From an optimization exercise on the open Yosys and OpenROAD flow, aimed at small area; shortcuts taken in it are not production practice.
Only simulation tests tie the RTL to the original design; equivalence was not proved.
Power figures rest on the tool's default switching activity, not on a simulated workload.

run 1:
==> flow/design.v (excerpt) <==
module sync_manager #
(
    parameter integer                       MM_ADDR_WIDTH       = 32,
    parameter integer                       DATA_WIDTH          = 32
)
(
    input  wire                             aclk,
    input  wire                             aresetn,
    output wire [3:0]                       combination,
    input  wire                             request,
    input  wire [4:0]                       log_length,
    input  wire [MM_ADDR_WIDTH-1:0]         base_address,
    input  wire                             reading,
    input  wire                             writing,
    output wire [MM_ADDR_WIDTH-1:0]         read_buffer,
    output wire [MM_ADDR_WIDTH-1:0]         write_buffer
);
    logic [1:0]  idx_read, idx_ready, idx_lock, idx_write;
    logic [1:0]  idx_read_n, idx_ready_n, idx_lock_n, idx_write_n;
    logic [30:0] read_count, read_count_n;
    logic [30:0] write_count, write_count_n;
    logic        lock, lock_n;
    logic        fresh;           
    logic [1:0]  write_factor;    
    logic [31:0] write_buffer_tmp, write_buffer_tmp_n;
    logic [31:0] therm, onehot;
    always_comb
        for (int i = 0; i < 32; i++) begin
            therm[i]  = (log_length <= i);
            onehot[i] = (i >= 2) && (log_length == 5'(i - 2));
        end
    function automatic [3:0] dec (input [1:0] v);
        dec = 4'b0001 << v;
    endfunction
    assign combination = dec(idx_read) | dec(idx_ready) | dec(idx_lock) | dec(idx_write);
    function automatic [31:0] add_at (input [31:0] base, input [1:0] f, input [31:0] oh);
        logic bp, bp1, x, cy, run;
        begin
            bp  = |(base & oh);
            bp1 = |(base & (oh << 1));
            x   = f[1] ^ (f[0] & bp);
            cy  = (f[1] & bp1) | ((f[1] | bp1) & f[0] & bp);
            run = 1'b0;
            for (int i = 0; i < 32; i++) begin
                run = (i >= 3) ? ((run & base[i-1]) | oh[i-2]) : 1'b0;
  ...
export LEC_CHECK = 0
export ABC_AREA = 1
export CAP_MARGIN = 20
export CORE_MARGIN = 2
export CORE_UTILIZATION = 70
export CTS_BUF_LIST = sky130_fd_sc_hd__clkbuf_8
export GPL_TIMING_DRIVEN = 0
export SLEW_MARGIN = 20
create_clock -name core_clock -period 10.0 [get_ports {aclk}]
standard.sh (not shown) runs the stock make flow with config.mk's settings and CLKGATE_MAP_FILE= SYNTH_SCRIPT=/design/flow/synth_recipe.tcl, a recipe that flattens the netlist after the stock synthesis.
==> flow/flow/run.sh <==
#!/bin/bash
# The standard layout (standard.sh) with two changes:
#  - synthesis: the standard flow's own synthesis script, but ABC maps with flow/abc.script
#    (area-oriented mapping under a delay target) instead of ORFS's area script;
#  - the ports are buffered with the smallest buffer, sky130_fd_sc_hd__buf_1.
# Each tool's full output stays in this folder: standard.log (make) and ORFS's
# per-step logs under orfs/logs/.
set -euo pipefail
W=$(pwd)
cat flow/abc_override.tcl synth_recipe.tcl > my_synth.tcl
export MY_ABC_SCRIPT=$W/flow/abc.script
export BUFFER_PORTS_ARGS="-buffer_cell sky130_fd_sc_hd__buf_1"
bash standard.sh SYNTH_SCRIPT=$W/my_synth.tcl finish > standard.log 2>&1
test -s out/final.def
==> flow/flow/abc.script <==
strash
dc2
dch -f
map -D 4500
topo
stime -c
==> flow/flow/abc_override.tcl <==
# Run ABC with this flow's mapping script (MY_ABC_SCRIPT) in place of ORFS's
# abc_area.script; every other argument the standard flow's synthesis gives it is kept.
proc abc {args} {
  set i [lsearch -exact $args -script]
  if {$i >= 0} { lset args [expr {$i + 1}] $::env(MY_ABC_SCRIPT) }
  yosys abc {*}$args
}
Changes in run 2 relative to run 1:
Settings: CTS_BUF_LIST no longer set, was sky130_fd_sc_hd__clkbuf_8; GPL_TIMING_DRIVEN no longer set, was 0; CORE_UTILIZATION now 60, was 70.
==> comparison <==
Diff run 1 and run 2: instance count on the critical path higher in run 1. Looking at power per unit of standard cell area, run 2 sits 4.5 nW/um^2 above run 1. Summary of the comparison: cell area after layout is higher in run 2, relative to run 1. Any difference in worst stage delay on the critical path between run 1 and run 2 is small enough to ignore. As of run 2, final wirelength had risen by a little under 10% compared to run 1.
The inputs of run 3 differ from those of run 2 as listed below.
Settings: GPL_TIMING_DRIVEN newly set to 0; CTS_BUF_LIST newly set to sky130_fd_sc_hd__clkbuf_8; CORE_UTILIZATION changed from 60 to 70.
--- a/flow/flow/run.sh
+++ b/flow/flow/run.sh
@@ -2 +2 @@
-# The standard layout (standard.sh) with two changes:
+# The standard layout (standard.sh) with these changes:
@@ -5 +5,2 @@
-#  - the ports are buffered with the smallest buffer, sky130_fd_sc_hd__buf_1.
+#  - the ports are buffered with the smallest buffer, sky130_fd_sc_hd__buf_1;
+#  - clock tree synthesis inserts no dummy loads.
@@ -12,0 +14,2 @@
+# clock tree: ORFS's default arguments and buffer list, without dummy loads
+export CTS_ARGS="-sink_clustering_enable -repair_clock_nets -buf_list sky130_fd_sc_hd__clkbuf_8 -dont_use_dummy_load"
### Flow results
Going from run 2 to run 3, achievable clock frequency moved down, worst reg2reg path depth moved down, routed wire length moved down, time the final worst path needs with I/O delays and setup moved up. Run 3: area used by multi-input combinational logic 2.0% above run 2. Run 3 vs run 2: sequential share of layout area up in run 3. The routed length on met2 in run 3 sits 1.7 mm below the value recorded for run 2. Against run 2, run 3 comes in 8.1 points higher on core utilization.
> inputs changed (run 3 -> run 4)
Settings: CTS_CLUSTER_SIZE newly set to 30; CORE_UTILIZATION changed from 70 to 60.
--- a/flow/flow/run.sh
+++ b/flow/flow/run.sh
@@ -2 +2 @@
-# The standard layout (standard.sh) with these changes:
+# The standard layout (standard.sh) with two changes:
@@ -5,2 +5 @@
-#  - the ports are buffered with the smallest buffer, sky130_fd_sc_hd__buf_1;
-#  - clock tree synthesis inserts no dummy loads.
+#  - the ports are buffered with the smallest buffer, sky130_fd_sc_hd__buf_1.
@@ -14,2 +12,0 @@
-# clock tree: ORFS's default arguments and buffer list, without dummy loads
-export CTS_ARGS="-sink_clustering_enable -repair_clock_nets -buf_list sky130_fd_sc_hd__clkbuf_8 -dont_use_dummy_load"
Notes after the runs:
- Having completed the whole flow, run 4 delivered a layout that passed the timing, design-rule and antenna checks.
- Routed wire length: run 3 and run 4 compared, lower one is run 3
- Looking at final period demand of the worst path, run 4 sits above run 3.
- Delta (run 4 minus run 3): met3 routed wirelength shrank by about 12%; fraction of power consumed by sequential logic went down 2.6 points; cell count moved up; clock buffer and inverter area fraction after layout increased by 0.71 points relative to the old numbers; reported net switching power picked up an extra about 10%.

afterwards: timing with drivers on the ports:
In the flow no input, the clock included, has a driving cell. The finished layouts below were timed again as built, in two steps.
Step 1 sets driving cells, clkbuf_16 on the clock port and buf_2 on the other inputs (assumed; they add their load-dependent delay and slew).
Step 2, shift: input delay + t, output delay - t, t = (earliest + latest rising clock arrival at the registers) / 2. This alone moves slack from input paths to output paths.
Slacks: no drivers / after step 1 / after step 2; pairs: no drivers / after step 1.
run | shift t [ns] | setup slack, ns | worst data-port slew with drivers (ns)
run 1 | 0.456 | 0.340 / 0.320 / 0.320 | 0.05
run 2 | 0.413 | 0.585 / 0.564 / 0.564 | 0.04
run 3 | 0.426 | 0.360 / 0.340 / 0.340 | 0.05
run 4 | 0.439 | 0.317 / 0.296 / 0.296 | 0.04
After both steps every run listed still meets setup and hold.
